This design comes from an exercise in tuning for small area and a short achievable clock period on the open sky130 flow, not from production work.
In this exercise RTL edits were held to simulation tests only and were not proved equivalent to the original.
The flow treats the clock pin as an ideal source, which a real chip does not have.
Power figures rest on the tool's default switching activity, not on a simulated workload.

==> flow/flow/run.sh <==
#!/bin/bash
# Own layout flow: the standard ORFS flow (standard.sh, unchanged synthesis), with
#  - timing repair aimed below the design's period (SETUP_SLACK_MARGIN; the SDC is unchanged),
#  - port buffers of a normal buffer cell rather than the smallest one,
#  - after CTS, the clock port drives the tree's branch buffers directly, split in two (flow/flatten_clock_root.tcl).
# Each step's full log is kept by ORFS under orfs/logs/; make's own output goes to flow.log.
set -uo pipefail
here=$(pwd)
bash standard.sh SETUP_SLACK_MARGIN=7.45 "BUFFER_PORTS_ARGS=-buffer_cell sky130_fd_sc_hd__buf_2" \
  "POST_CTS_TCL=$here/flow/flatten_clock_root.tcl" finish > flow.log 2>&1
==> flow/flow/flatten_clock_root.tcl <==
# POST_CTS hook. CTS builds root buffer -> branch buffers -> leaf buffers -> registers.
# 1. Drop the root buffer: the clock port then feeds the branch buffers directly.
set block [ord::get_db_block]
set clknet [$block findNet clk]

proc loads_of {net} {
  set l {}
  foreach it [$net getITerms] { if {[$it isInputSignal]} { lappend l $it } }
  return $l
}
proc out_net {inst} {
  foreach it [$inst getITerms] { if {[$it isOutputSignal]} { return [$it getNet] } }
  return ""
}

set roots [loads_of $clknet]
puts "clock hook: clock port feeds [llength $roots] cell(s)"
if {[llength $roots] == 1} {
  set root [[lindex $roots 0] getInst]
  set out [out_net $root]
  set loads [loads_of $out]
  if {[llength $loads] <= 4 && [llength $loads] > 0} {
    foreach it $loads {
      set pname "[[$it getInst] getName]/[[$it getMTerm] getName]"
      disconnect_pin [$out getName] $pname
      connect_pin clk $pname
    }
    set rname [$root getName]
    set oname [$out getName]
    delete_instance $rname
    delete_net $oname
    puts "clock hook: removed root $rname"
  }
}

set branches [loads_of $clknet]
set nsplit [expr {4 / max(1, [llength $branches])}]
if {[llength $branches] <= 2} {
  set k 0
  foreach bit $branches {
    set b [$bit getInst]
    set bnet [out_net $b]
    set leaves [loads_of $bnet]
    if {[llength $leaves] < 4} continue
    # split the leaves in two halves along the wider spread of their positions
    set pts {}
    foreach it $leaves {
      set li [$it getInst]
      set loc [$li getLocation]
      lappend pts [list $it [lindex $loc 0] [lindex $loc 1]]
    }
    set xs [lmap p $pts {lindex $p 1}]
    set ys [lmap p $pts {lindex $p 2}]
    set dx [expr {[tcl::mathfunc::max {*}$xs] - [tcl::mathfunc::min {*}$xs]}]
    set dy [expr {[tcl::mathfunc::max {*}$ys] - [tcl::mathfunc::min {*}$ys]}]
    set idx [expr {$dx >= $dy ? 1 : 2}]
    set pts [lsort -integer -index $idx $pts]
    set half [expr {[llength $pts] / 2}]
    set moved [lrange $pts $half end]
    set master [[$b getMaster] getName]
    set nname "clkhook_split_${k}"
    set netname "clkhook_net_${k}"
    incr k
    set newnet [odb::dbNet_create $block $netname]
    $newnet setSigType CLOCK
    set inst [odb::dbInst_create $block [[ord::get_db] findMaster $master] $nname]
    set sx 0; set sy 0
    foreach p $moved { set sx [expr {$sx + [lindex $p 1]}]; set sy [expr {$sy + [lindex $p 2]}] }
    set n [llength $moved]
    $inst setLocation [expr {$sx / $n}] [expr {$sy / $n}]
    $inst setPlacementStatus PLACED
    [$inst findITerm A] connect $clknet
    [$inst findITerm X] connect $newnet
    foreach p $moved {
      set it [lindex $p 0]
      $it disconnect
      $it connect $newnet
    }
    # move the original branch buffer to the centroid of the leaves it keeps
    set sx 0; set sy 0
    set kept [lrange $pts 0 [expr {$half - 1}]]
    foreach p $kept { set sx [expr {$sx + [lindex $p 1]}]; set sy [expr {$sy + [lindex $p 2]}] }
    set n [llength $kept]
    $b setLocation [expr {$sx / $n}] [expr {$sy / $n}]
    puts "clock hook: split [$b getName] ([llength $leaves] leaves) into two"
  }
  detailed_placement
  check_placement -verbose
}
estimate_parasitics -placement
report_clock_latency
==> flow/standard.sh <==
#!/bin/bash
# synth_recipe.tcl (not shown) runs the flow's synth.tcl, then flattens the netlist and writes it again
# the make line also repeats each setting of config.mk as NAME=value (left out here)
make -C /OpenROAD-flow-scripts/flow DESIGN_CONFIG=/design/flow/config.mk WORK_HOME=/design/flow/orfs CLKGATE_MAP_FILE= SYNTH_SCRIPT=/design/flow/synth_recipe.tcl "${@:-finish}"
==> flow/config.mk <==
export PLATFORM = sky130hd
export DESIGN_NAME = rrc_filter
export DESIGN_NICKNAME = rrc_filter
export VERILOG_FILES = /design/flow/design.v
export SDC_FILE = /design/flow/constraint.sdc
export NUM_CORES = 4
export LEC_CHECK = 0
export ABC_CLOCK_PERIOD_IN_PS = 800
export CAP_MARGIN = 20
export CORE_MARGIN = 2
export CORE_UTILIZATION = 57
export CTS_BUF_LIST = sky130_fd_sc_hd__clkbuf_16
export CTS_CLUSTER_DIAMETER = 90
export CTS_CLUSTER_SIZE = 32
export PLACE_DENSITY = 0.62
export SLEW_MARGIN = 20
export SYNTH_HIERARCHICAL = 1
==> flow/constraint.sdc <==
create_clock -name core_clock -period 10.5 [get_ports {clk}]
set_input_delay 2.1000 -clock core_clock [delete_from_list [all_inputs] [get_ports {clk}]]
set_output_delay 2.1000 -clock core_clock [all_outputs]
set_load 0.01 [all_outputs]
==> flow/design.v <==
module rrc_filter #(
	parameter WIDTH = 9
)(
	input logic clk,
	input logic rst,
	input logic signed [WIDTH-1:0] filter_in,
	output logic signed [WIDTH-1:0] filter_out
);
  logic [8:0] sr0, sr1, sr2, sr3, sr4, sr5, sr6, sr7, sr8, sr9, sr10, sr11, sr12, sr13, sr14, sr15, sr16, sr17, sr18, sr19, sr20, sr21, sr22, sr23, sr24, sr25, sr26, sr27;
  always_ff @(posedge clk or posedge rst) begin
    if (rst) begin
      sr0 <= 9'h000;
      sr1 <= 9'h000;
      sr2 <= 9'h000;
      sr3 <= 9'h000;
      sr4 <= 9'h000;
      sr5 <= 9'h000;
      sr6 <= 9'h000;
      sr7 <= 9'h000;
      sr8 <= 9'h000;
      sr9 <= 9'h000;
      sr10 <= 9'h000;
      sr11 <= 9'h000;
      sr12 <= 9'h000;
      sr13 <= 9'h000;
      sr14 <= 9'h000;
      sr15 <= 9'h000;
      sr16 <= 9'h000;
      sr17 <= 9'h000;
      sr18 <= 9'h000;
      sr19 <= 9'h000;
      sr20 <= 9'h000;
      sr21 <= 9'h000;
      sr22 <= 9'h000;
      sr23 <= 9'h000;
      sr24 <= 9'h000;
      sr25 <= 9'h000;
      sr26 <= 9'h000;
      sr27 <= 9'h000;
    end else begin
      sr0 <= filter_in;
      sr1 <= sr0;
      sr2 <= sr1;
      sr3 <= sr2;
      sr4 <= sr3;
      sr5 <= sr4;
      sr6 <= sr5;
      sr7 <= sr6;
      sr8 <= sr7;
      sr9 <= sr8;
      sr10 <= sr9;
      sr11 <= sr10;
      sr12 <= sr11;
      sr13 <= sr12;
      sr14 <= sr13;
      sr15 <= sr14;
      sr16 <= sr15;
      sr17 <= sr16;
      sr18 <= sr17;
      sr19 <= sr18;
      sr20 <= sr19;
      sr21 <= sr20;
      sr22 <= sr21;
      sr23 <= sr22;
      sr24 <= sr23;
      sr25 <= sr24;
      sr26 <= sr25;
      sr27 <= sr26;
    end
  end
  logic [9:0] t0;
  always_ff @(posedge clk or posedge rst) begin
    if (rst) t0 <= 10'd904;
    else t0 <= 10'd904 - {{1{filter_in[8]}}, filter_in};
  end
  logic [9:0] pv0;
  always_ff @(posedge clk or posedge rst) begin
    if (rst) pv0 <= 10'd0;
    else pv0 <= {sr11[8], sr11} + {sr13[8], sr13};
  end
  logic [27:0] cs3;
  logic [31:0] cs2;
  logic [32:0] cs1;
  wire n1 = ~sr26[0];
  wire s2, c3;
  rrc_fa u3 (.a(sr24[0]), .b(sr27[0]), .ci(n1), .s(s2), .co(c3));
  wire s4, c5;
  rrc_fa u5 (.a(sr14[0]), .b(sr16[0]), .ci(sr18[0]), .s(s4), .co(c5));
  wire s6, c7;
  rrc_fa u7 (.a(sr20[0]), .b(sr23[0]), .ci(sr26[1]), .s(s6), .co(c7));
  wire s8, c9;
  rrc_fa u9 (.a(sr24[1]), .b(sr27[1]), .ci(c3), .s(s8), .co(c9));
  wire n10 = ~s8;
  wire s11, c12;
  rrc_fa u12 (.a(s4), .b(s6), .ci(n10), .s(s11), .co(c12));
  wire s13, c14;
  rrc_fa u14 (.a(sr14[1]), .b(sr15[0]), .ci(sr16[1]), .s(s13), .co(c14));
  wire s15, c16;
  rrc_fa u16 (.a(sr18[1]), .b(sr20[1]), .ci(sr23[1]), .s(s15), .co(c16));
  wire n17 = ~sr26[2];
  wire s18, c19;
  rrc_fa u19 (.a(sr24[2]), .b(sr27[2]), .ci(n17), .s(s18), .co(c19));
  wire s20, c21;
  rrc_fa u21 (.a(c5), .b(c7), .ci(s13), .s(s20), .co(c21));
  wire n22 = ~s15;
  wire s23, c24;
  rrc_fa u24 (.a(s18), .b(n22), .ci(c9), .s(s23), .co(c24));
  wire n25 = ~s23;
  wire s26, c27;
  rrc_fa u27 (.a(s20), .b(n25), .ci(c12), .s(s26), .co(c27));
  wire s28, c29;
  rrc_fa u29 (.a(sr14[2]), .b(sr15[1]), .ci(sr16[0]), .s(s28), .co(c29));
  wire s30, c31;
  rrc_fa u31 (.a(sr16[2]), .b(sr17[0]), .ci(sr18[2]), .s(s30), .co(c31));
  wire s32, c33;
  rrc_fa u33 (.a(sr20[2]), .b(sr23[2]), .ci(sr26[3]), .s(s32), .co(c33));
  wire s34, c35;
  rrc_fa u35 (.a(sr18[0]), .b(sr24[3]), .ci(sr27[3]), .s(s34), .co(c35));
  wire n36 = ~c19;
  wire s37, c38;
  rrc_fa u38 (.a(c14), .b(c16), .ci(n36), .s(s37), .co(c38));
  wire s39, c40;
  rrc_fa u40 (.a(s28), .b(s30), .ci(s32), .s(s39), .co(c40));
  wire n41 = ~s34;
  wire s42, c43;
  rrc_fa u43 (.a(n41), .b(c21), .ci(s37), .s(s42), .co(c43));
  wire n44 = ~c24;
  wire s45, c46;
  rrc_fa u46 (.a(s39), .b(n44), .ci(s42), .s(s45), .co(c46));
  wire s47, c48;
  rrc_fa u48 (.a(sr14[3]), .b(sr15[2]), .ci(sr16[1]), .s(s47), .co(c48));
  wire s49, c50;
  rrc_fa u50 (.a(sr16[3]), .b(sr17[1]), .ci(sr18[3]), .s(s49), .co(c50));
  wire s51, c52;
  rrc_fa u52 (.a(sr20[3]), .b(sr23[3]), .ci(sr26[4]), .s(s51), .co(c52));
  wire s53, c54;
  rrc_fa u54 (.a(sr14[0]), .b(sr18[1]), .ci(sr24[4]), .s(s53), .co(c54));
  wire s55, c56;
  rrc_fa u56 (.a(c29), .b(c31), .ci(c33), .s(s55), .co(c56));
  wire s57, c58;
  rrc_fa u58 (.a(sr27[4]), .b(c35), .ci(s53), .s(s57), .co(c58));
  wire s59, c60;
  rrc_fa u60 (.a(s47), .b(s49), .ci(s51), .s(s59), .co(c60));
  wire s61, c62;
  rrc_fa u62 (.a(c38), .b(c40), .ci(s55), .s(s61), .co(c62));
  wire n63 = ~s57;
  wire s64, c65;
  rrc_fa u65 (.a(s59), .b(n63), .ci(c43), .s(s64), .co(c65));
  wire s66, c67;
  rrc_fa u67 (.a(s61), .b(c46), .ci(s64), .s(s66), .co(c67));
  wire s68, c69;
  rrc_fa u69 (.a(sr14[4]), .b(sr15[3]), .ci(sr16[2]), .s(s68), .co(c69));
  wire s70, c71;
  rrc_fa u71 (.a(sr16[4]), .b(sr17[2]), .ci(sr18[4]), .s(s70), .co(c71));
  wire s72, c73;
  rrc_fa u73 (.a(sr20[4]), .b(sr23[4]), .ci(sr26[5]), .s(s72), .co(c73));
  wire s74, c75;
  rrc_fa u75 (.a(sr14[1]), .b(sr15[0]), .ci(sr18[2]), .s(s74), .co(c75));
  wire s76, c77;
  rrc_fa u77 (.a(sr24[5]), .b(sr27[5]), .ci(c54), .s(s76), .co(c77));
  wire s78, c79;
  rrc_fa u79 (.a(c48), .b(c50), .ci(c52), .s(s78), .co(c79));
  wire s80, c81;
  rrc_fa u81 (.a(s68), .b(s70), .ci(s72), .s(s80), .co(c81));
  wire n82 = ~c56;
  wire s83, c84;
  rrc_fa u84 (.a(s74), .b(n82), .ci(c58), .s(s83), .co(c84));
  wire n85 = ~s76;
  wire s86, c87;
  rrc_fa u87 (.a(c60), .b(s78), .ci(n85), .s(s86), .co(c87));
  wire s88, c89;
  rrc_fa u89 (.a(s80), .b(c62), .ci(s86), .s(s88), .co(c89));
  wire n90 = ~s83;
  wire s91, c92;
  rrc_fa u92 (.a(n90), .b(c65), .ci(s88), .s(s91), .co(c92));
  wire s93, c94;
  rrc_fa u94 (.a(sr14[5]), .b(sr15[4]), .ci(sr16[3]), .s(s93), .co(c94));
  wire s95, c96;
  rrc_fa u96 (.a(sr16[5]), .b(sr17[3]), .ci(sr18[5]), .s(s95), .co(c96));
  wire s97, c98;
  rrc_fa u98 (.a(sr20[5]), .b(sr23[5]), .ci(sr26[6]), .s(s97), .co(c98));
  wire s99, c100;
  rrc_fa u100 (.a(sr14[2]), .b(sr15[1]), .ci(sr18[3]), .s(s99), .co(c100));
  wire s101, c102;
  rrc_fa u102 (.a(sr24[6]), .b(sr27[6]), .ci(c75), .s(s101), .co(c102));
  wire s103, c104;
  rrc_fa u104 (.a(c69), .b(c71), .ci(c73), .s(s103), .co(c104));
  wire s105, c106;
  rrc_fa u106 (.a(s93), .b(s95), .ci(s97), .s(s105), .co(c106));
  wire n107 = ~c79;
  wire s108, c109;
  rrc_fa u109 (.a(s99), .b(c77), .ci(n107), .s(s108), .co(c109));
  wire n110 = ~s101;
  wire s111, c112;
  rrc_fa u112 (.a(c81), .b(s103), .ci(n110), .s(s111), .co(c112));
  wire n113 = ~c84;
  wire s114, c115;
  rrc_fa u115 (.a(s105), .b(c87), .ci(n113), .s(s114), .co(c115));
  wire n116 = ~s108;
  wire s117, c118;
  rrc_fa u118 (.a(n116), .b(s111), .ci(c89), .s(s117), .co(c118));
  wire s119, c120;
  rrc_fa u120 (.a(sr14[6]), .b(sr15[5]), .ci(sr16[4]), .s(s119), .co(c120));
  wire s121, c122;
  rrc_fa u122 (.a(sr16[6]), .b(sr17[4]), .ci(sr18[6]), .s(s121), .co(c122));
  wire s123, c124;
  rrc_fa u124 (.a(sr20[6]), .b(sr23[6]), .ci(sr26[7]), .s(s123), .co(c124));
  wire s125, c126;
  rrc_fa u126 (.a(sr14[3]), .b(sr15[2]), .ci(sr18[4]), .s(s125), .co(c126));
  wire s127, c128;
  rrc_fa u128 (.a(sr24[7]), .b(sr27[7]), .ci(c100), .s(s127), .co(c128));
  wire s129, c130;
  rrc_fa u130 (.a(c94), .b(c96), .ci(c98), .s(s129), .co(c130));
  wire s131, c132;
  rrc_fa u132 (.a(s119), .b(s121), .ci(s123), .s(s131), .co(c132));
  wire n133 = ~c104;
  wire s134, c135;
  rrc_fa u135 (.a(s125), .b(c102), .ci(n133), .s(s134), .co(c135));
  wire n136 = ~s127;
  wire s137, c138;
  rrc_fa u138 (.a(c106), .b(s129), .ci(n136), .s(s137), .co(c138));
  wire n139 = ~c109;
  wire s140, c141;
  rrc_fa u141 (.a(s131), .b(n139), .ci(c112), .s(s140), .co(c141));
  wire n142 = ~s134;
  wire s143, c144;
  rrc_fa u144 (.a(n142), .b(s137), .ci(c115), .s(s143), .co(c144));
  wire s145, c146;
  rrc_fa u146 (.a(sr14[7]), .b(sr15[6]), .ci(sr16[5]), .s(s145), .co(c146));
  wire s147, c148;
  rrc_fa u148 (.a(sr16[7]), .b(sr17[5]), .ci(sr18[7]), .s(s147), .co(c148));
  wire s149, c150;
  rrc_fa u150 (.a(sr20[7]), .b(sr23[7]), .ci(sr24[8]), .s(s149), .co(c150));
  wire s151, c152;
  rrc_fa u152 (.a(sr14[4]), .b(sr15[3]), .ci(sr18[5]), .s(s151), .co(c152));
  wire n153 = ~sr26[8];
  wire s154, c155;
  rrc_fa u155 (.a(sr27[8]), .b(n153), .ci(c120), .s(s154), .co(c155));
  wire n156 = ~c126;
  wire s157, c158;
  rrc_fa u158 (.a(c122), .b(c124), .ci(n156), .s(s157), .co(c158));
  wire s159, c160;
  rrc_fa u160 (.a(s145), .b(s147), .ci(s149), .s(s159), .co(c160));
  wire n161 = ~c130;
  wire s162, c163;
  rrc_fa u163 (.a(s151), .b(c128), .ci(n161), .s(s162), .co(c163));
  wire s164, c165;
  rrc_fa u165 (.a(s154), .b(c132), .ci(s157), .s(s164), .co(c165));
  wire n166 = ~c135;
  wire s167, c168;
  rrc_fa u168 (.a(s159), .b(n166), .ci(c138), .s(s167), .co(c168));
  wire n169 = ~s162;
  wire s170, c171;
  rrc_fa u171 (.a(n169), .b(s164), .ci(c141), .s(s170), .co(c171));
  wire s172, c173;
  rrc_fa u173 (.a(sr15[7]), .b(sr16[6]), .ci(sr17[6]), .s(s172), .co(c173));
  wire s174, c175;
  rrc_fa u175 (.a(sr14[5]), .b(sr14[8]), .ci(sr15[4]), .s(s174), .co(c175));
  wire s176, c177;
  rrc_fa u177 (.a(sr16[8]), .b(sr18[6]), .ci(sr18[8]), .s(s176), .co(c177));
  wire s178, c179;
  rrc_fa u179 (.a(sr20[8]), .b(sr23[8]), .ci(c152), .s(s178), .co(c179));
  wire s180, c181;
  rrc_fa u181 (.a(c146), .b(c148), .ci(c150), .s(s180), .co(c181));
  wire n182 = ~s172;
  wire s183, c184;
  rrc_fa u184 (.a(s174), .b(s176), .ci(n182), .s(s183), .co(c184));
  wire s185, c186;
  rrc_fa u186 (.a(c155), .b(c158), .ci(c160), .s(s185), .co(c186));
  wire n187 = ~s180;
  wire s188, c189;
  rrc_fa u189 (.a(s178), .b(n187), .ci(s183), .s(s188), .co(c189));
  wire n190 = ~c163;
  wire s191, c192;
  rrc_fa u192 (.a(n190), .b(c165), .ci(s185), .s(s191), .co(c192));
  wire n193 = ~s188;
  wire s194, c195;
  rrc_fa u195 (.a(n193), .b(c168), .ci(s191), .s(s194), .co(c195));
  wire s196, c197;
  rrc_fa u197 (.a(sr14[6]), .b(sr15[5]), .ci(sr15[8]), .s(s196), .co(c197));
  wire n198 = ~sr18[7];
  wire s199, c200;
  rrc_fa u200 (.a(sr16[7]), .b(sr17[7]), .ci(n198), .s(s199), .co(c200));
  wire n201 = ~c173;
  wire s202, c203;
  rrc_fa u203 (.a(c175), .b(c177), .ci(n201), .s(s202), .co(c203));
  wire n204 = ~s199;
  wire s205, c206;
  rrc_fa u206 (.a(s196), .b(n204), .ci(c179), .s(s205), .co(c206));
  wire n207 = ~c181;
  wire s208, c209;
  rrc_fa u209 (.a(n207), .b(c184), .ci(s202), .s(s208), .co(c209));
  wire n210 = ~c186;
  wire s211, c212;
  rrc_fa u212 (.a(s205), .b(n210), .ci(c189), .s(s211), .co(c212));
  wire n213 = ~c192;
  wire s214, c215;
  rrc_fa u215 (.a(s208), .b(n213), .ci(s211), .s(s214), .co(c215));
  wire s216, c217;
  rrc_fa u217 (.a(sr14[7]), .b(sr15[6]), .ci(sr16[8]), .s(s216), .co(c217));
  wire n218 = ~sr18[8];
  wire s219, c220;
  rrc_fa u220 (.a(sr17[8]), .b(n218), .ci(c197), .s(s219), .co(c220));
  wire n221 = ~c200;
  wire s222, c223;
  rrc_fa u223 (.a(n221), .b(s216), .ci(c203), .s(s222), .co(c223));
  wire s224, c225;
  rrc_fa u225 (.a(s219), .b(c206), .ci(s222), .s(s224), .co(c225));
  wire s226, c227;
  rrc_fa u227 (.a(c209), .b(c212), .ci(s224), .s(s226), .co(c227));
  wire n228 = ~sr14[8];
  wire s229, c230;
  rrc_fa u230 (.a(sr15[7]), .b(n228), .ci(c217), .s(s229), .co(c230));
  wire s231, c232;
  rrc_fa u232 (.a(c220), .b(s229), .ci(c223), .s(s231), .co(c232));
  wire n233 = ~sr15[8];
  wire s234, c235;
  rrc_fa u235 (.a(n233), .b(c230), .ci(c232), .s(s234), .co(c235));
  wire n236 = ~pv0[1];
  wire s237, c238;
  rrc_fa u238 (.a(sr11[0]), .b(n236), .ci(cs3[1]), .s(s237), .co(c238));
  wire s239, c240;
  rrc_fa u240 (.a(sr10[0]), .b(sr11[1]), .ci(sr13[0]), .s(s239), .co(c240));
  wire n241 = ~pv0[2];
  wire s242, c243;
  rrc_fa u243 (.a(n241), .b(cs3[2]), .ci(s239), .s(s242), .co(c243));
  wire s244, c245;
  rrc_fa u245 (.a(cs3[3]), .b(cs3[4]), .ci(sr8[0]), .s(s244), .co(c245));
  wire s246, c247;
  rrc_fa u247 (.a(sr10[1]), .b(sr11[2]), .ci(sr13[1]), .s(s246), .co(c247));
  wire n248 = ~pv0[3];
  wire s249, c250;
  rrc_fa u250 (.a(n248), .b(c240), .ci(s244), .s(s249), .co(c250));
  wire s251, c252;
  rrc_fa u252 (.a(s246), .b(c243), .ci(s249), .s(s251), .co(c252));
  wire s253, c254;
  rrc_fa u254 (.a(cs3[5]), .b(sr8[1]), .ci(sr10[2]), .s(s253), .co(c254));
  wire s255, c256;
  rrc_fa u256 (.a(sr11[0]), .b(pv0[0]), .ci(pv0[4]), .s(s255), .co(c256));
  wire s257, c258;
  rrc_fa u258 (.a(sr11[3]), .b(sr13[2]), .ci(c245), .s(s257), .co(c258));
  wire n259 = ~s255;
  wire s260, c261;
  rrc_fa u261 (.a(c247), .b(s253), .ci(n259), .s(s260), .co(c261));
  wire s262, c263;
  rrc_fa u263 (.a(c250), .b(s257), .ci(s260), .s(s262), .co(c263));
  wire s264, c265;
  rrc_fa u265 (.a(cs3[6]), .b(cs3[7]), .ci(sr8[2]), .s(s264), .co(c265));
  wire s266, c267;
  rrc_fa u267 (.a(sr10[3]), .b(sr11[4]), .ci(sr13[3]), .s(s266), .co(c267));
  wire s268, c269;
  rrc_fa u269 (.a(sr10[0]), .b(sr11[1]), .ci(pv0[1]), .s(s268), .co(c269));
  wire n270 = ~c254;
  wire s271, c272;
  rrc_fa u272 (.a(pv0[5]), .b(c256), .ci(n270), .s(s271), .co(c272));
  wire n273 = ~s268;
  wire s274, c275;
  rrc_fa u275 (.a(s264), .b(s266), .ci(n273), .s(s274), .co(c275));
  wire n276 = ~s271;
  wire s277, c278;
  rrc_fa u278 (.a(c258), .b(c261), .ci(n276), .s(s277), .co(c278));
  wire s279, c280;
  rrc_fa u280 (.a(s274), .b(c263), .ci(s277), .s(s279), .co(c280));
  wire s281, c282;
  rrc_fa u282 (.a(sr8[3]), .b(sr10[4]), .ci(sr11[5]), .s(s281), .co(c282));
  wire s283, c284;
  rrc_fa u284 (.a(sr10[1]), .b(sr11[2]), .ci(pv0[2]), .s(s283), .co(c284));
  wire n285 = ~pv0[6];
  wire s286, c287;
  rrc_fa u287 (.a(sr13[0]), .b(sr13[4]), .ci(n285), .s(s286), .co(c287));
  wire s288, c289;
  rrc_fa u289 (.a(cs3[8]), .b(cs3[9]), .ci(cs3[10]), .s(s288), .co(c289));
  wire n290 = ~c269;
  wire s291, c292;
  rrc_fa u292 (.a(c265), .b(c267), .ci(n290), .s(s291), .co(c292));
  wire n293 = ~s283;
  wire s294, c295;
  rrc_fa u295 (.a(s281), .b(s286), .ci(n293), .s(s294), .co(c295));
  wire n296 = ~c272;
  wire s297, c298;
  rrc_fa u298 (.a(s288), .b(n296), .ci(c275), .s(s297), .co(c298));
  wire s299, c300;
  rrc_fa u300 (.a(s291), .b(s294), .ci(c278), .s(s299), .co(c300));
  wire s301, c302;
  rrc_fa u302 (.a(s297), .b(c280), .ci(s299), .s(s301), .co(c302));
  wire s303, c304;
  rrc_fa u304 (.a(cs3[12]), .b(sr8[4]), .ci(sr10[5]), .s(s303), .co(c304));
  wire s305, c306;
  rrc_fa u306 (.a(sr11[6]), .b(sr13[0]), .ci(sr13[1]), .s(s305), .co(c306));
  wire s307, c308;
  rrc_fa u308 (.a(sr10[2]), .b(sr11[3]), .ci(pv0[3]), .s(s307), .co(c308));
  wire n309 = ~pv0[7];
  wire s310, c311;
  rrc_fa u311 (.a(sr13[5]), .b(pv0[0]), .ci(n309), .s(s310), .co(c311));
  wire s312, c313;
  rrc_fa u313 (.a(cs3[11]), .b(cs3[13]), .ci(c282), .s(s312), .co(c313));
  wire n314 = ~c284;
  wire s315, c316;
  rrc_fa u316 (.a(c287), .b(n314), .ci(s303), .s(s315), .co(c316));
  wire s317, c318;
  rrc_fa u318 (.a(s305), .b(s310), .ci(c289), .s(s317), .co(c318));
  wire n319 = ~s307;
  wire s320, c321;
  rrc_fa u321 (.a(n319), .b(c292), .ci(s312), .s(s320), .co(c321));
  wire s322, c323;
  rrc_fa u323 (.a(c295), .b(s315), .ci(s317), .s(s322), .co(c323));
  wire s324, c325;
  rrc_fa u325 (.a(c298), .b(s320), .ci(s322), .s(s324), .co(c325));
  wire s326, c327;
  rrc_fa u327 (.a(cs3[15]), .b(cs3[16]), .ci(sr8[5]), .s(s326), .co(c327));
  wire s328, c329;
  rrc_fa u329 (.a(sr10[6]), .b(sr11[7]), .ci(sr13[1]), .s(s328), .co(c329));
  wire s330, c331;
  rrc_fa u331 (.a(sr13[2]), .b(sr13[6]), .ci(pv0[1]), .s(s330), .co(c331));
  wire s332, c333;
  rrc_fa u333 (.a(sr10[3]), .b(sr11[4]), .ci(pv0[4]), .s(s332), .co(c333));
  wire n334 = ~pv0[8];
  wire s335, c336;
  rrc_fa u336 (.a(n334), .b(cs3[14]), .ci(c304), .s(s335), .co(c336));
  wire n337 = ~c308;
  wire s338, c339;
  rrc_fa u339 (.a(c306), .b(c311), .ci(n337), .s(s338), .co(c339));
  wire s340, c341;
  rrc_fa u341 (.a(s326), .b(s328), .ci(s330), .s(s340), .co(c341));
  wire n342 = ~s332;
  wire s343, c344;
  rrc_fa u344 (.a(n342), .b(c313), .ci(c316), .s(s343), .co(c344));
  wire s345, c346;
  rrc_fa u346 (.a(s335), .b(c318), .ci(s338), .s(s345), .co(c346));
  wire s347, c348;
  rrc_fa u348 (.a(s340), .b(c321), .ci(s343), .s(s347), .co(c348));
  wire s349, c350;
  rrc_fa u350 (.a(c323), .b(s345), .ci(s347), .s(s349), .co(c350));
  wire s351, c352;
  rrc_fa u352 (.a(cs3[17]), .b(sr8[6]), .ci(sr10[7]), .s(s351), .co(c352));
  wire s353, c354;
  rrc_fa u354 (.a(sr13[2]), .b(sr13[3]), .ci(sr13[7]), .s(s353), .co(c354));
  wire s355, c356;
  rrc_fa u356 (.a(sr10[4]), .b(sr11[5]), .ci(sr11[8]), .s(s355), .co(c356));
  wire n357 = ~pv0[5];
  wire s358, c359;
  rrc_fa u359 (.a(pv0[2]), .b(pv0[9]), .ci(n357), .s(s358), .co(c359));
  wire s360, c361;
  rrc_fa u361 (.a(cs3[18]), .b(c327), .ci(c329), .s(s360), .co(c361));
  wire n362 = ~c333;
  wire s363, c364;
  rrc_fa u364 (.a(c331), .b(n362), .ci(s351), .s(s363), .co(c364));
  wire n365 = ~s355;
  wire s366, c367;
  rrc_fa u367 (.a(s353), .b(s358), .ci(n365), .s(s366), .co(c367));
  wire s368, c369;
  rrc_fa u369 (.a(c336), .b(c339), .ci(c341), .s(s368), .co(c369));
  wire s370, c371;
  rrc_fa u371 (.a(s360), .b(s363), .ci(s366), .s(s370), .co(c371));
  wire s372, c373;
  rrc_fa u373 (.a(c344), .b(c346), .ci(s368), .s(s372), .co(c373));
  wire s374, c375;
  rrc_fa u375 (.a(s370), .b(c348), .ci(s372), .s(s374), .co(c375));
  wire s376, c377;
  rrc_fa u377 (.a(cs3[19]), .b(sr8[7]), .ci(sr13[3]), .s(s376), .co(c377));
  wire s378, c379;
  rrc_fa u379 (.a(cs3[20]), .b(sr10[5]), .ci(sr10[8]), .s(s378), .co(c379));
  wire s380, c381;
  rrc_fa u381 (.a(sr11[6]), .b(sr13[8]), .ci(pv0[6]), .s(s380), .co(c381));
  wire s382, c383;
  rrc_fa u383 (.a(sr13[4]), .b(pv0[3]), .ci(c352), .s(s382), .co(c383));
  wire n384 = ~c356;
  wire s385, c386;
  rrc_fa u386 (.a(c354), .b(c359), .ci(n384), .s(s385), .co(c386));
  wire n387 = ~s376;
  wire s388, c389;
  rrc_fa u389 (.a(s378), .b(s380), .ci(n387), .s(s388), .co(c389));
  wire s390, c391;
  rrc_fa u391 (.a(c361), .b(c364), .ci(s382), .s(s390), .co(c391));
  wire n392 = ~s388;
  wire s393, c394;
  rrc_fa u394 (.a(c367), .b(s385), .ci(n392), .s(s393), .co(c394));
  wire s395, c396;
  rrc_fa u396 (.a(c369), .b(s390), .ci(c371), .s(s395), .co(c396));
  wire s397, c398;
  rrc_fa u398 (.a(s393), .b(c373), .ci(s395), .s(s397), .co(c398));
  wire s399, c400;
  rrc_fa u400 (.a(sr13[4]), .b(sr13[5]), .ci(pv0[4]), .s(s399), .co(c400));
  wire s401, c402;
  rrc_fa u402 (.a(cs3[21]), .b(cs3[22]), .ci(sr8[8]), .s(s401), .co(c402));
  wire s403, c404;
  rrc_fa u404 (.a(sr10[6]), .b(sr11[7]), .ci(pv0[7]), .s(s403), .co(c404));
  wire n405 = ~c377;
  wire s406, c407;
  rrc_fa u407 (.a(c379), .b(c381), .ci(n405), .s(s406), .co(c407));
  wire n408 = ~s399;
  wire s409, c410;
  rrc_fa u410 (.a(s401), .b(s403), .ci(n408), .s(s409), .co(c410));
  wire n411 = ~c389;
  wire s412, c413;
  rrc_fa u413 (.a(c383), .b(c386), .ci(n411), .s(s412), .co(c413));
  wire n414 = ~c391;
  wire s415, c416;
  rrc_fa u416 (.a(s406), .b(s409), .ci(n414), .s(s415), .co(c416));
  wire s417, c418;
  rrc_fa u418 (.a(c394), .b(s412), .ci(c396), .s(s417), .co(c418));
  wire s419, c420;
  rrc_fa u420 (.a(sr11[8]), .b(sr13[5]), .ci(sr13[6]), .s(s419), .co(c420));
  wire n421 = ~pv0[5];
  wire s422, c423;
  rrc_fa u423 (.a(sr10[7]), .b(pv0[8]), .ci(n421), .s(s422), .co(c423));
  wire s424, c425;
  rrc_fa u425 (.a(cs3[23]), .b(cs3[24]), .ci(cs3[25]), .s(s424), .co(c425));
  wire n426 = ~c400;
  wire s427, c428;
  rrc_fa u428 (.a(c402), .b(c404), .ci(n426), .s(s427), .co(c428));
  wire n429 = ~s419;
  wire s430, c431;
  rrc_fa u431 (.a(s422), .b(n429), .ci(s424), .s(s430), .co(c431));
  wire s432, c433;
  rrc_fa u433 (.a(c407), .b(c410), .ci(s427), .s(s432), .co(c433));
  wire n434 = ~c413;
  wire s435, c436;
  rrc_fa u436 (.a(s430), .b(n434), .ci(s432), .s(s435), .co(c436));
  wire s437, c438;
  rrc_fa u438 (.a(sr10[8]), .b(sr13[6]), .ci(sr13[7]), .s(s437), .co(c438));
  wire n439 = ~cs3[26];
  wire s440, c441;
  rrc_fa u441 (.a(pv0[6]), .b(pv0[9]), .ci(n439), .s(s440), .co(c441));
  wire n442 = ~c423;
  wire s443, c444;
  rrc_fa u444 (.a(c420), .b(n442), .ci(s437), .s(s443), .co(c444));
  wire n445 = ~s440;
  wire s446, c447;
  rrc_fa u447 (.a(c425), .b(n445), .ci(c428), .s(s446), .co(c447));
  wire n448 = ~s443;
  wire s449, c450;
  rrc_fa u450 (.a(c431), .b(n448), .ci(s446), .s(s449), .co(c450));
  wire s451, c452;
  rrc_fa u452 (.a(c433), .b(s449), .ci(c436), .s(s451), .co(c452));
  wire n453 = ~sr13[7];
  wire s454, c455;
  rrc_fa u455 (.a(cs3[27]), .b(sr13[8]), .ci(n453), .s(s454), .co(c455));
  wire s456, c457;
  rrc_fa u457 (.a(pv0[7]), .b(c438), .ci(c441), .s(s456), .co(c457));
  wire n458 = ~s454;
  wire s459, c460;
  rrc_fa u460 (.a(n458), .b(c444), .ci(s456), .s(s459), .co(c460));
  wire n461 = ~s459;
  wire s462, c463;
  rrc_fa u463 (.a(c447), .b(n461), .ci(c450), .s(s462), .co(c463));
  wire n464 = ~pv0[8];
  wire s465, c466;
  rrc_fa u466 (.a(sr13[8]), .b(n464), .ci(c455), .s(s465), .co(c466));
  wire n467 = ~s465;
  wire s468, c469;
  rrc_fa u469 (.a(n467), .b(c457), .ci(c460), .s(s468), .co(c469));
  wire n470 = ~c469;
  wire s471, c472;
  rrc_fa u472 (.a(pv0[9]), .b(c466), .ci(n470), .s(s471), .co(c472));
  wire s473, c474;
  rrc_fa u474 (.a(cs2[0]), .b(cs2[1]), .ci(sr2[0]), .s(s473), .co(c474));
  wire s475, c476;
  rrc_fa u476 (.a(sr0[1]), .b(sr3[0]), .ci(sr6[0]), .s(s475), .co(c476));
  wire s477, c478;
  rrc_fa u478 (.a(sr2[1]), .b(sr5[0]), .ci(sr23[0]), .s(s477), .co(c478));
  wire s479, c480;
  rrc_fa u480 (.a(sr8[0]), .b(sr10[0]), .ci(cs2[2]), .s(s479), .co(c480));
  wire n481 = ~s475;
  wire s482, c483;
  rrc_fa u483 (.a(c474), .b(s477), .ci(n481), .s(s482), .co(c483));
  wire s484, c485;
  rrc_fa u485 (.a(cs2[3]), .b(sr0[2]), .ci(sr3[1]), .s(s484), .co(c485));
  wire s486, c487;
  rrc_fa u487 (.a(sr6[1]), .b(sr8[1]), .ci(sr10[1]), .s(s486), .co(c487));
  wire s488, c489;
  rrc_fa u489 (.a(sr2[2]), .b(sr5[1]), .ci(sr23[1]), .s(s488), .co(c489));
  wire n490 = ~c478;
  wire s491, c492;
  rrc_fa u492 (.a(cs2[4]), .b(c476), .ci(n490), .s(s491), .co(c492));
  wire s493, c494;
  rrc_fa u494 (.a(s484), .b(s486), .ci(c480), .s(s493), .co(c494));
  wire n495 = ~s491;
  wire s496, c497;
  rrc_fa u497 (.a(s488), .b(c483), .ci(n495), .s(s496), .co(c497));
  wire s498, c499;
  rrc_fa u499 (.a(sr0[3]), .b(sr3[2]), .ci(sr6[2]), .s(s498), .co(c499));
  wire s500, c501;
  rrc_fa u501 (.a(sr8[2]), .b(sr10[0]), .ci(sr10[2]), .s(s500), .co(c501));
  wire s502, c503;
  rrc_fa u503 (.a(sr2[3]), .b(sr5[2]), .ci(sr8[0]), .s(s502), .co(c503));
  wire n504 = ~sr23[2];
  wire s505, c506;
  rrc_fa u506 (.a(n504), .b(cs2[5]), .ci(c485), .s(s505), .co(c506));
  wire n507 = ~c489;
  wire s508, c509;
  rrc_fa u509 (.a(c487), .b(n507), .ci(s498), .s(s508), .co(c509));
  wire n510 = ~s502;
  wire s511, c512;
  rrc_fa u512 (.a(s500), .b(n510), .ci(c492), .s(s511), .co(c512));
  wire s513, c514;
  rrc_fa u514 (.a(s505), .b(c494), .ci(s508), .s(s513), .co(c514));
  wire n515 = ~c497;
  wire s516, c517;
  rrc_fa u517 (.a(s511), .b(n515), .ci(s513), .s(s516), .co(c517));
  wire s518, c519;
  rrc_fa u519 (.a(cs2[6]), .b(sr0[4]), .ci(sr3[3]), .s(s518), .co(c519));
  wire s520, c521;
  rrc_fa u521 (.a(sr6[3]), .b(sr8[3]), .ci(sr10[1]), .s(s520), .co(c521));
  wire s522, c523;
  rrc_fa u523 (.a(sr2[4]), .b(sr5[3]), .ci(sr8[1]), .s(s522), .co(c523));
  wire n524 = ~sr23[3];
  wire s525, c526;
  rrc_fa u526 (.a(sr10[3]), .b(n524), .ci(cs2[7]), .s(s525), .co(c526));
  wire n527 = ~c503;
  wire s528, c529;
  rrc_fa u529 (.a(c499), .b(c501), .ci(n527), .s(s528), .co(c529));
  wire n530 = ~s522;
  wire s531, c532;
  rrc_fa u532 (.a(s518), .b(s520), .ci(n530), .s(s531), .co(c532));
  wire s533, c534;
  rrc_fa u534 (.a(s525), .b(c506), .ci(c509), .s(s533), .co(c534));
  wire s535, c536;
  rrc_fa u536 (.a(s528), .b(s531), .ci(c512), .s(s535), .co(c536));
  wire s537, c538;
  rrc_fa u538 (.a(c514), .b(s533), .ci(s535), .s(s537), .co(c538));
  wire s539, c540;
  rrc_fa u540 (.a(sr0[5]), .b(sr3[4]), .ci(sr6[4]), .s(s539), .co(c540));
  wire s541, c542;
  rrc_fa u542 (.a(sr8[4]), .b(sr10[2]), .ci(sr10[4]), .s(s541), .co(c542));
  wire s543, c544;
  rrc_fa u544 (.a(sr2[5]), .b(sr5[4]), .ci(sr8[2]), .s(s543), .co(c544));
  wire n545 = ~sr23[4];
  wire s546, c547;
  rrc_fa u547 (.a(n545), .b(cs2[8]), .ci(c519), .s(s546), .co(c547));
  wire n548 = ~c523;
  wire s549, c550;
  rrc_fa u550 (.a(c521), .b(n548), .ci(s539), .s(s549), .co(c550));
  wire n551 = ~s543;
  wire s552, c553;
  rrc_fa u553 (.a(s541), .b(c526), .ci(n551), .s(s552), .co(c553));
  wire s554, c555;
  rrc_fa u555 (.a(c529), .b(s546), .ci(c532), .s(s554), .co(c555));
  wire s556, c557;
  rrc_fa u557 (.a(s549), .b(s552), .ci(c534), .s(s556), .co(c557));
  wire s558, c559;
  rrc_fa u559 (.a(s554), .b(c536), .ci(s556), .s(s558), .co(c559));
  wire s560, c561;
  rrc_fa u561 (.a(cs2[9]), .b(sr0[6]), .ci(sr3[5]), .s(s560), .co(c561));
  wire s562, c563;
  rrc_fa u563 (.a(sr6[5]), .b(sr8[5]), .ci(sr10[3]), .s(s562), .co(c563));
  wire s564, c565;
  rrc_fa u565 (.a(sr2[6]), .b(sr5[5]), .ci(sr8[3]), .s(s564), .co(c565));
  wire n566 = ~sr23[5];
  wire s567, c568;
  rrc_fa u568 (.a(sr10[5]), .b(n566), .ci(c540), .s(s567), .co(c568));
  wire n569 = ~c544;
  wire s570, c571;
  rrc_fa u571 (.a(c542), .b(n569), .ci(s560), .s(s570), .co(c571));
  wire n572 = ~s564;
  wire s573, c574;
  rrc_fa u574 (.a(s562), .b(n572), .ci(c547), .s(s573), .co(c574));
  wire s575, c576;
  rrc_fa u576 (.a(c550), .b(s567), .ci(c553), .s(s575), .co(c576));
  wire s577, c578;
  rrc_fa u578 (.a(s570), .b(s573), .ci(c555), .s(s577), .co(c578));
  wire s579, c580;
  rrc_fa u580 (.a(s575), .b(c557), .ci(s577), .s(s579), .co(c580));
  wire s581, c582;
  rrc_fa u582 (.a(cs2[10]), .b(cs2[11]), .ci(sr0[7]), .s(s581), .co(c582));
  wire s583, c584;
  rrc_fa u584 (.a(sr3[6]), .b(sr6[6]), .ci(sr8[6]), .s(s583), .co(c584));
  wire s585, c586;
  rrc_fa u586 (.a(sr2[7]), .b(sr5[6]), .ci(sr8[4]), .s(s585), .co(c586));
  wire n587 = ~sr23[6];
  wire s588, c589;
  rrc_fa u589 (.a(sr10[4]), .b(sr10[6]), .ci(n587), .s(s588), .co(c589));
  wire s590, c591;
  rrc_fa u591 (.a(cs2[12]), .b(c561), .ci(c563), .s(s590), .co(c591));
  wire s592, c593;
  rrc_fa u593 (.a(s581), .b(s583), .ci(s588), .s(s592), .co(c593));
  wire n594 = ~c568;
  wire s595, c596;
  rrc_fa u596 (.a(c565), .b(s585), .ci(n594), .s(s595), .co(c596));
  wire s597, c598;
  rrc_fa u598 (.a(c571), .b(s590), .ci(s592), .s(s597), .co(c598));
  wire n599 = ~s595;
  wire s600, c601;
  rrc_fa u601 (.a(c574), .b(c576), .ci(n599), .s(s600), .co(c601));
  wire s602, c603;
  rrc_fa u603 (.a(s597), .b(c578), .ci(s600), .s(s602), .co(c603));
  wire s604, c605;
  rrc_fa u605 (.a(cs2[14]), .b(sr2[8]), .ci(sr3[7]), .s(s604), .co(c605));
  wire s606, c607;
  rrc_fa u607 (.a(sr6[7]), .b(sr8[7]), .ci(sr10[5]), .s(s606), .co(c607));
  wire s608, c609;
  rrc_fa u609 (.a(sr0[8]), .b(sr5[7]), .ci(sr8[5]), .s(s608), .co(c609));
  wire n610 = ~sr23[7];
  wire s611, c612;
  rrc_fa u612 (.a(sr10[7]), .b(n610), .ci(cs2[13]), .s(s611), .co(c612));
  wire s613, c614;
  rrc_fa u614 (.a(c582), .b(c584), .ci(c589), .s(s613), .co(c614));
  wire n615 = ~c586;
  wire s616, c617;
  rrc_fa u617 (.a(n615), .b(s604), .ci(s606), .s(s616), .co(c617));
  wire n618 = ~s608;
  wire s619, c620;
  rrc_fa u620 (.a(n618), .b(s611), .ci(c591), .s(s619), .co(c620));
  wire s621, c622;
  rrc_fa u622 (.a(c593), .b(s613), .ci(s616), .s(s621), .co(c622));
  wire n623 = ~c596;
  wire s624, c625;
  rrc_fa u625 (.a(n623), .b(s619), .ci(c598), .s(s624), .co(c625));
  wire s626, c627;
  rrc_fa u627 (.a(s621), .b(c601), .ci(s624), .s(s626), .co(c627));
  wire s628, c629;
  rrc_fa u629 (.a(cs2[16]), .b(sr5[8]), .ci(sr10[6]), .s(s628), .co(c629));
  wire s630, c631;
  rrc_fa u631 (.a(sr3[8]), .b(sr6[8]), .ci(sr8[6]), .s(s630), .co(c631));
  wire n632 = ~sr23[8];
  wire s633, c634;
  rrc_fa u634 (.a(sr8[8]), .b(sr10[8]), .ci(n632), .s(s633), .co(c634));
  wire s635, c636;
  rrc_fa u636 (.a(cs2[15]), .b(c605), .ci(c607), .s(s635), .co(c636));
  wire s637, c638;
  rrc_fa u638 (.a(c609), .b(s630), .ci(s633), .s(s637), .co(c638));
  wire s639, c640;
  rrc_fa u640 (.a(s628), .b(c612), .ci(c614), .s(s639), .co(c640));
  wire n641 = ~s637;
  wire s642, c643;
  rrc_fa u643 (.a(c617), .b(s635), .ci(n641), .s(s642), .co(c643));
  wire s644, c645;
  rrc_fa u645 (.a(c620), .b(s639), .ci(c622), .s(s644), .co(c645));
  wire s646, c647;
  rrc_fa u647 (.a(s642), .b(c625), .ci(s644), .s(s646), .co(c647));
  wire n648 = ~sr8[7];
  wire s649, c650;
  rrc_fa u650 (.a(cs2[18]), .b(sr10[7]), .ci(n648), .s(s649), .co(c650));
  wire n651 = ~c631;
  wire s652, c653;
  rrc_fa u653 (.a(cs2[17]), .b(c629), .ci(n651), .s(s652), .co(c653));
  wire n654 = ~c634;
  wire s655, c656;
  rrc_fa u656 (.a(n654), .b(s649), .ci(c636), .s(s655), .co(c656));
  wire n657 = ~c638;
  wire s658, c659;
  rrc_fa u659 (.a(s652), .b(n657), .ci(c640), .s(s658), .co(c659));
  wire s660, c661;
  rrc_fa u661 (.a(s655), .b(c643), .ci(s658), .s(s660), .co(c661));
  wire s662, c663;
  rrc_fa u663 (.a(cs2[20]), .b(cs2[21]), .ci(sr8[8]), .s(s662), .co(c663));
  wire n664 = ~c650;
  wire s665, c666;
  rrc_fa u666 (.a(sr10[8]), .b(cs2[19]), .ci(n664), .s(s665), .co(c666));
  wire n667 = ~s665;
  wire s668, c669;
  rrc_fa u669 (.a(s662), .b(c653), .ci(n667), .s(s668), .co(c669));
  wire s670, c671;
  rrc_fa u671 (.a(c656), .b(s668), .ci(c659), .s(s670), .co(c671));
  wire n672 = ~cs2[24];
  wire s673, c674;
  rrc_fa u674 (.a(cs2[23]), .b(cs2[22]), .ci(n672), .s(s673), .co(c674));
  wire n675 = ~c663;
  wire s676, c677;
  rrc_fa u677 (.a(n675), .b(s673), .ci(c666), .s(s676), .co(c677));
  wire n678 = ~s676;
  wire s679, c680;
  rrc_fa u680 (.a(n678), .b(c669), .ci(c671), .s(s679), .co(c680));
  wire s681, c682;
  rrc_fa u682 (.a(cs2[25]), .b(c674), .ci(c677), .s(s681), .co(c682));
  wire s683, c684;
  rrc_fa u684 (.a(cs2[26]), .b(cs2[27]), .ci(c682), .s(s683), .co(c684));
  wire n685 = ~cs1[1];
  wire n686 = ~cs1[3];
  wire n687 = ~cs1[5];
  wire n688 = ~t0[9];
  wire n689 = ~cs1[26];
  wire n690 = ~cs1[27];
  wire n691 = ~cs1[28];
  wire n692 = ~cs1[30];
  wire n693 = ~cs1[31];
  wire n694 = ~cs1[32];
  wire n695 = ~cs1[19];
  wire s696, c697;
  rrc_ha u697 (.a(cs1[0]), .b(t0[0]), .s(s696), .co(c697));
  wire s698, c699;
  rrc_fa u699 (.a(cs1[2]), .b(t0[1]), .ci(n686), .s(s698), .co(c699));
  wire s700, c701;
  rrc_fa u701 (.a(cs1[4]), .b(t0[2]), .ci(n687), .s(s700), .co(c701));
  wire s702, c703;
  rrc_ha u703 (.a(cs1[6]), .b(t0[3]), .s(s702), .co(c703));
  wire s704, c705;
  rrc_fa u705 (.a(cs1[8]), .b(t0[4]), .ci(cs1[7]), .s(s704), .co(c705));
  wire s706, c707;
  rrc_fa u707 (.a(cs1[10]), .b(t0[5]), .ci(cs1[9]), .s(s706), .co(c707));
  wire s708, c709;
  rrc_fa u709 (.a(cs1[12]), .b(t0[6]), .ci(cs1[11]), .s(s708), .co(c709));
  wire s710, c711;
  rrc_fa u711 (.a(cs1[14]), .b(cs1[13]), .ci(t0[7]), .s(s710), .co(c711));
  wire s712, c713;
  rrc_fa u713 (.a(cs1[16]), .b(cs1[15]), .ci(t0[8]), .s(s712), .co(c713));
  wire s714, c715;
  rrc_fa u715 (.a(cs1[17]), .b(cs1[18]), .ci(n688), .s(s714), .co(c715));
  wire s716, c717;
  rrc_fa u717 (.a(cs1[20]), .b(cs1[21]), .ci(n695), .s(s716), .co(c717));
  wire s718, c719;
  rrc_fa u719 (.a(cs1[22]), .b(cs1[23]), .ci(cs1[19]), .s(s718), .co(c719));
  wire n720 = ~cs1[25];
  wire n721 = ~n690;
  wire s722, c723;
  rrc_fa u723 (.a(cs1[29]), .b(n691), .ci(n692), .s(s722), .co(c723));
  wire n724 = ~n693;
  always_ff @(posedge clk or posedge rst) begin
    if (rst) cs3 <= 28'b0111100001000110111100000111;
    else cs3 <= {c235, s234, c227, s231, c225, s226, c215, s214, c195, s194, c171, s170, c144, s167, s143, c118, s140, s117, c92, s114, s91, c67, s66, s45, c27, s26, s11, s2};
  end
  always_ff @(posedge clk or posedge rst) begin
    if (rst) cs2 <= 32'b01010101110110010110001111001001;
    else cs2 <= {c472, s471, s468, c463, s462, c452, s451, c418, s435, c416, s417, c398, s415, s397, c375, s374, c350, s349, c325, c302, s324, c300, s301, s279, s262, c252, s251, s242, c238, s237, pv0[0], cs3[0]};
  end
  always_ff @(posedge clk or posedge rst) begin
    if (rst) cs1 <= 33'b011010011001100100000101010011010;
    else cs1 <= {cs2[31], cs2[30], c684, cs2[29], cs2[28], s683, s681, c680, s679, s670, c661, c647, s660, c645, s646, c627, s626, c603, s602, c580, s579, c559, s558, c538, s537, c517, s516, s496, s493, s482, s479, s473, sr0[0]};
  end
  wire [18:0] fa_ = {1'b1, n694, n724, s722, n721, n689, cs1[24], s718, s716, s714, s712, s710, s708, s706, s704, s702, s700, s698, n685};
  wire [18:0] fb_ = {1'b0, n693, c723, n690, cs1[25], n720, c719, c717, c715, c713, c711, c709, c707, c705, c703, c701, c699, c697, s696};
  wire [18:0] sum_ = fa_ + fb_;
  wire ovf_ = (sum_[18] != sum_[16]) || (sum_[17] != sum_[16]);
  wire [8:0] y_ = ovf_ ? (sum_[18] ? 9'h100 : 9'h0ff) : sum_[16:8];
  always_ff @(posedge clk or posedge rst) begin
    if (rst) filter_out <= 9'd0;
    else filter_out <= y_;
  end
endmodule
module rrc_fa (input logic a, input logic b, input logic ci, output logic s, output logic co);
  assign s = a ^ b ^ ci;
  assign co = (a & b) | (a & ci) | (b & ci);
endmodule
module rrc_carry8 (input logic [7:0] a, input logic [7:0] b, output logic co);
  wire [8:0] t = {1'b0, a} + {1'b0, b};
  assign co = t[8];
endmodule
module rrc_hsat (input logic [10:0] a, input logic [10:0] b, input logic ci, output logic [8:0] y);
  wire [11:0] t2 = {a, ci} + {b, ci};
  wire [10:0] t = t2[11:1];
  wire ovf = (t[10] != t[8]) || (t[9] != t[8]);
  assign y = ovf ? (t[10] ? 9'h100 : 9'h0ff) : t[8:0];
endmodule
module rrc_fa1 (input logic a, input logic b, output logic s, output logic co);
  assign s = ~(a ^ b);
  assign co = a | b;
endmodule
module rrc_ha (input logic a, input logic b, output logic s, output logic co);
  assign s = a ^ b;
  assign co = a & b;
endmodule
==> results.cfg, run 1 <==
[synthesis]
syn_nets = 1310
syn_inst = 973
yosysMostFrequentCell = dfrtp_1
synth_warnings = 7
synth.avg_cell_area_sq_um = 17.66
synth_common_cells = 323 x dfrtp_1, 297 x fa_1, 138 x inv_1
synth-seq-cells = 372
synth-main-ff-cell = dfrtp_1
synth_edf_count = 0
yosysUniqueCellTypes = 50
ys_seq_area_frac = 0.5454
async_flop_share = 1.000
yosys.area.top_type = dfrtp_1
synth_area_leaders = dfrtp_1 47%, fa_1 35%, dfstp_2 7.5%
synth_area_sq_um = 17180
yosysTopAreaCellShare = 0.4705

[layout]
final_util = 0.6238
nFillCells = 2211
seq_area_sq_um = 9412
synthToLayoutAreaGrowth_pct = 7.618
nNetsFinal = 1364
drive_gt1_frac = 0.1702
multi_input_area_sq_um = 7306
diodes = 0
stdcell_count = 1424

[drt]
drc = 0
routed-wl-met3_microns = 685
drtPass1Iterations = 4
via_per_inst = 5.087
wl_met1_mm = 13.09
wirelength_mm = 28.72
vias = 7244
routed.top_layer = met4
wl_met2_mm = 14.53
dr.first_iter.drc_count = 362
drtAntennaViolNets = 0
wl_per_cell_microns = 20.17

[timing]
period_needed_ns = 3.039
hold_viol = 0
rsz0062_at_grt = true
min_period_over_period = 0.2894
setup_viol = 0
worst_pin_slew_ns = 0.8431
clock_skew_ns = 0.01494
finalSetupTns_ns = 0
report.final.slew_viol_count = 0
fin_ws_ns = 7.461
fmax_mhz = 329.0
maxSlewHeadroom = 0.4349

[place]
dp.cells = 1384
dp_slack_ns = 5.908
portBuffers = 19
dpl.hpwl_mm = 22.45
place_congestion = 0.8045

[worst_hold_path]
hold_class = flip-flop to flip-flop
hold_start = sr7[3]$_DFF_PP0_
whs_path_depth = 0
hold_end = sr8[3]$_DFF_PP0_

[die]
die_h_microns = 177.6
start_util = 0.5797
fp.dieW_microns = 177.6
io_pins = 20
die_area_sq_um = 31550
rows = 63
core_sq_um = 29640

[worst_setup_path]
crit_fanout = 3
reg2reg_to = cs2[18]$_DFF_PP0_
cp_slowest_cell = fa_1
critPathCaptureType = flip-flop
crit_type = flip-flop to flip-flop
crit_top_cell = fa_1
ff2ff_path_depth = 7
reg2reg_setup_slack_ns = 7.46
cp-start-kind = flip-flop
reg2reg_from = sr10[4]$_DFF_PP0_
crit_path_max_incr_delay_ns = 0.52
crit_arrival_ns = 3.24
cp.required_ns = 10.70
worstPathCellList = buf_12 -> fa_1 -> inv_1 -> fa_1 -> fa_2 -> fa_1 -> fa_1

[pwr]
leakagePower_nw = 8.149
p_per_area_nw_per_um2 = 301.7
ir_drop_mv = 0.2012

[grt]
antenna_found_initial = 0
grt_usage = 0.2035
grt_pass1_vias = 8561
overflow = 0
grt_max_degree = 87
grt_pass1_wl_mm = 47.21

[status]
outcome = complete, no violations

[run]
maxCapViolCount = 0

[clock_tree]
clk_latency_ns = 0.33
clkTransAtPathRegs_ns = 0.12
cts_tree = done
cts.sinks = 372
per-module statistics from Yosys, one instance, submodules excluded:
module	flip-flops and latches	copies in the design	cells inside
rrc_fa	0	296	1
rrc_ha	0	2	1
rrc_filter	372	1	675
kinds of logic after synthesis:
| family | count (synthesis) | share of synthesized area |
|---|---|---|
| XOR/XNOR | 22 | 0.01165 |
| AO/OA/AOI/OAI | 81 | 0.03394 |
| adder cells (fa/ha/maj) | 326 | 0.3672 |
| buffers and inverters | 142 | 0.03190 |
| flip-flops | 372 | 0.5454 |
| AND/OR/NAND/NOR | 30 | 0.009906 |
cells in the final DEF, fill, tap and decap left out, types with 4 or more instances in the layout:
cell and n:
a21o_1 7, fa_1 285, buf_4 12, xor2_1 10, nor2_1 6, o21ai_1 7
ha_1 28, dfstp_2 49, buf_2 19, dfrtp_2 33, inv_1 142, nand2_1 10
o21bai_1 4, dfrtp_1 290, fa_2 12, a21oi_1 24, o21ai_0 8, xnor2_1 11
clkbuf_16 16
worst max path at each step:
stage / start / to / slack [ns] / depth (start not counted)
finish: sr10[4]$_DFF_PP0_ / cs2[18]$_DFF_PP0_ / 7.46 / 7
global route: sr10[4]$_DFF_PP0_ / cs2[18]$_DFF_PP0_ / 7.40 / 7
detailed placement: rst / sr2[4]$_DFF_PP0_ / 5.91 / 4
global placement: rst / sr9[3]$_DFF_PP0_ / 5.97 / 4
floorplan: rst / cs1[10]$_DFF_PP0_ / 3.45 / 1
metrics by stage:
stage | hold WS, ns | power, mW | area (sq um)
final | 0.3537 | 5.577 | 18490
after global routing | 0.3663 | 6.162 | 18490
after detailed placement | 0.3347 | 4.953 | 17780
after global placement | 0.3312 | 4.859 | 17780
after floorplan | 0.3312 | 4.195 | 17180
metal layers:
layer / vias up / GRT usage
met5: - / 0
met4: 0 / 0.03449
met2: 62 / 0.3299
li1: 3076 / -
met3: 24 / 0.02892
met1: 4082 / 0.3065
power by group:
| group | leakage [nW] | internal [mW] | switching (mW) |
|---|---|---|---|
| combinational | 3.66 | 1.30 | 1.58 |
| clock | 0.239 | 0.285 | 0.399 |
| sequential | 4.25 | 1.84 | 0.177 |
cell type report, without the clock buffers:
class | instances | area share
clock inverter | 9 | 0.002166
inverter | 139 | 0.02869
multi-input combinational | 459 | 0.3951
sequential | 372 | 0.5090
tap | 390 | 0.02639
buffer | 2 | 0.002707
timing repair buffer | 37 | 0.01638
timing repair inverter | 2 | 0.0005414
worst max-delay path, delay by kind of cell, from the launching register on:
kind | cells | cell delay, ns
flops | 1 | 0.47
buf+inv | 2 | 0.20
fa+ha+maj | 5 | 2.24
flip-flops by register name, indices dropped and copies added, names as in the netlist, 10 cells and up:
register and count:
pv0 10, cs1 32, cs3 28, cs2 32
==> run 2: changes to the inputs <==
--- a/flow/config.mk
+++ b/flow/config.mk
@@ -8,10 +8,10 @@
 export ABC_CLOCK_PERIOD_IN_PS = 800
 export CAP_MARGIN = 20
 export CORE_MARGIN = 2
-export CORE_UTILIZATION = 57
+export CORE_UTILIZATION = 70
 export CTS_BUF_LIST = sky130_fd_sc_hd__clkbuf_16
 export CTS_CLUSTER_DIAMETER = 90
 export CTS_CLUSTER_SIZE = 32
-export PLACE_DENSITY = 0.62
+export PLACE_DENSITY = 0.75
 export SLEW_MARGIN = 20
 export SYNTH_HIERARCHICAL = 1
==> results.cfg, run 2 <==
[status]
outcome = complete, no violations

[timing]
fmax_mhz = 333.8
fin_ws_ns = 7.504
period_needed_ns = 2.996
min_period_over_period = 0.2853
worst_pin_slew_ns = 0.5243
rsz0062_at_grt = true
finalSetupTns_ns = 0
clock_skew_ns = 0.01353
maxSlewHeadroom = 0.6505
setup_viol = 0
report.final.slew_viol_count = 0
hold_viol = 0

[worst_setup_path]
crit_fanout = 4
reg2reg_to = cs2[18]$_DFF_PP0_
ff2ff_path_depth = 6
cp.required_ns = 10.71
reg2reg_setup_slack_ns = 7.50
cp-start-kind = flip-flop
crit_type = flip-flop to flip-flop
crit_arrival_ns = 3.20
reg2reg_from = sr11[8]$_DFF_PP0_
critPathCaptureType = flip-flop

[layout]
final_common_cell = dfrtp_1
mostFrequentLayoutCells = 291 x dfrtp_1, 281 x fa_1, 145 x inv_1
final_util = 0.7629
diodes = 0
nNetsFinal = 1366
synthToLayoutAreaGrowth_pct = 7.355
drive_gt1_frac = 0.1755
top_regs = cs1 x32, cs2 x32, cs3 x28

[grt]
grt_pass1_vias = 8498
grt_max_degree = 105
grt_pass1_wl_mm = 46.34
antenna_found_initial = 0
grt_usage = 0.2427
overflow = 0

[die]
io_pins = 20
start_util = 0.7106
die_h_microns = 160.7
core_sq_um = 24180
fp.dieW_microns = 160.7
rows = 57
die_area_sq_um = 25810

[pwr]
comb_power_share = 0.518
ir_drop_mv = 0.3111
internal_power_mw = 3.444
switching_share = 0.3846
leakagePower_nw = 8.176
power.switching_mw = 2.153
p_per_area_nw_per_um2 = 303.5
p_clk_frac = 0.123
seqPwrFrac = 0.359

[drt]
drtAntennaViolNets = 0
wirelength_mm = 28.13
dr.first_iter.drc_count = 405
wl_per_cell_microns = 20.66
vias = 7241
via_per_inst = 5.320
drtPass1Iterations = 4
drc = 0

[synthesis]
synth-main-ff-cell = dfrtp_1
synth-seq-cells = 372
ys_seq_area_frac = 0.5454
syn_nets = 1310
synth_common_cells = 323 x dfrtp_1, 297 x fa_1, 138 x inv_1
synth.avg_cell_area_sq_um = 17.66
synth_area_sq_um = 17180
async_flop_share = 1.000
synth_area_leaders = dfrtp_1 47%, fa_1 35%, dfstp_2 7.5%
yosysMostFrequentCell = dfrtp_1
yosysUniqueCellTypes = 50
yosys.area.top_type = dfrtp_1
synth_edf_count = 0
yosysTopAreaCellShare = 0.4705
synth_warnings = 7
syn_inst = 973

[clock_tree]
clkTransAtPathRegs_ns = 0.12
cts.sinks = 372
cts_tree = done
clk_latency_ns = 0.32

[place]
portBuffers = 19
place_congestion = 0.8540
dp_slack_ns = 6.369
dpl.hpwl_mm = 21.23

[worst_hold_path]
whs_path_depth = 0
hold_start = sr25[7]$_DFF_PP0_
hold_end = sr26[7]$_DFF_PP0_
hold_class = flip-flop to flip-flop

[run]
maxCapViolCount = 0
## run 2: worst max path at each step
stage	from	end
after detailed placement	rst	sr6[0]$_DFF_PP0_
after floorplan	rst	cs1[10]$_DFF_PP0_
after global routing	sr14[0]$_DFF_PP0_	cs3[5]$_DFF_PP0_
after global placement	rst	sr1[0]$_DFF_PP0_
final	sr11[8]$_DFF_PP0_	cs2[18]$_DFF_PP0_
## run 2: area by class of cell, without the clock buffers
cell class / count / area, sq um
Timing Repair Buffer: 41 / 325.3
Tap cell: 324 / 405.4
Multi-Input combinational cell: 459 / 7322
Clock inverter: 10 / 50.05
Inverter: 139 / 530.5
Sequential cell: 372 / 9410
Fill cell: 1359 / 5733
Buffer: 2 / 50.05
## run 2: routing by layer
layer  GRT usage  part of all wire  wire, microns
met1      0.3779              0.45          12700
met2      0.3936              0.51          14250
met3     0.02066             0.022            623
met4     0.05610             0.020            552
met5           0                 0              0
## run 2: Yosys stat by module, one instance, submodules excluded
module / flops+latches / times used / cell area, sq um / cells inside
rrc_fa: 0 / 296 / 20.02 / 1
rrc_filter: 372 / 1 / 11230 / 675
rrc_ha: 0 / 2 / 12.51 / 1
## run 2: logic make-up (layout without fill, tap and decap cells)
group	Yosys count	in the layout	share of synthesized area
compound gates	81	81	0.03394
xor+xnor	22	22	0.01165
fa+ha+maj	326	326	0.3672
buf+inv	142	206	0.03190
flops	372	372	0.5454
simple gates	30	30	0.009906
## run 2: power by group through the flow
stage / registers, mW / logic, mW / clock network, mW
floorplan: 2.00 / 2.20 / 0
global placement: 2.03 / 2.77 / 0
detailed placement: 2.04 / 2.87 / 0
global route: 2.04 / 3.35 / 0.763
finish: 2.01 / 2.90 / 0.689
## run 2: stage by stage
stage,power [mW],hold slack [ns],instance area [sq um],cells
3_5_place_dp,4.910,0.3347,17700,1316
5_1_grt,6.159,0.3660,18440,1361
2_1_floorplan,4.195,0.3312,17180,973
3_3_place_gp,4.802,0.3313,17700,1316
6_report,5.597,0.3584,18440,1361
## run 2: worst max-delay path: stages, from the launching register on
cell	delay (ns)
dfrtp_1	0.51
fa_1	0.53
inv_1	0.05
fa_1	0.46
fa_1	0.40
fa_1	0.52
fa_1	0.42

==> separate check: timing with driven ports <==
No port has a modelled driver above. Below, the same layouts with a new extraction and two added sets of constraints.
Step 1: set_driving_cell puts a clkbuf_16 on clk and a buf_2 on each other input, an assumption about the parent block.
Step 2 times the ports against the registers' clock, not the clock port: input delays grow and output delays shrink by t, the midpoint of the rising clock arrivals with the driver on.
a / b / c = no drivers / after step 1 / after step 2; a / b = the first two.
run | shift t [ns] | slack for setup (ns) | hold WS [ns] | clock arrival spread, ns | slew at the worst register clock pin (ns)
run 1 | 0.419 | 7.461 / 7.460 / 7.285 | 0.354 / 0.354 / 0.354 | 0.019 / 0.019 | 0.12 / 0.12
run 2 | 0.420 | 7.504 / 7.483 / 7.264 | 0.358 / 0.358 / 0.358 | 0.018 / 0.018 | 0.12 / 0.12
After both steps setup and hold are still met in every run listed. The setup slack of run 2, which loses most, moves by -0.021 ns with the drivers and by -0.240 ns with both steps.
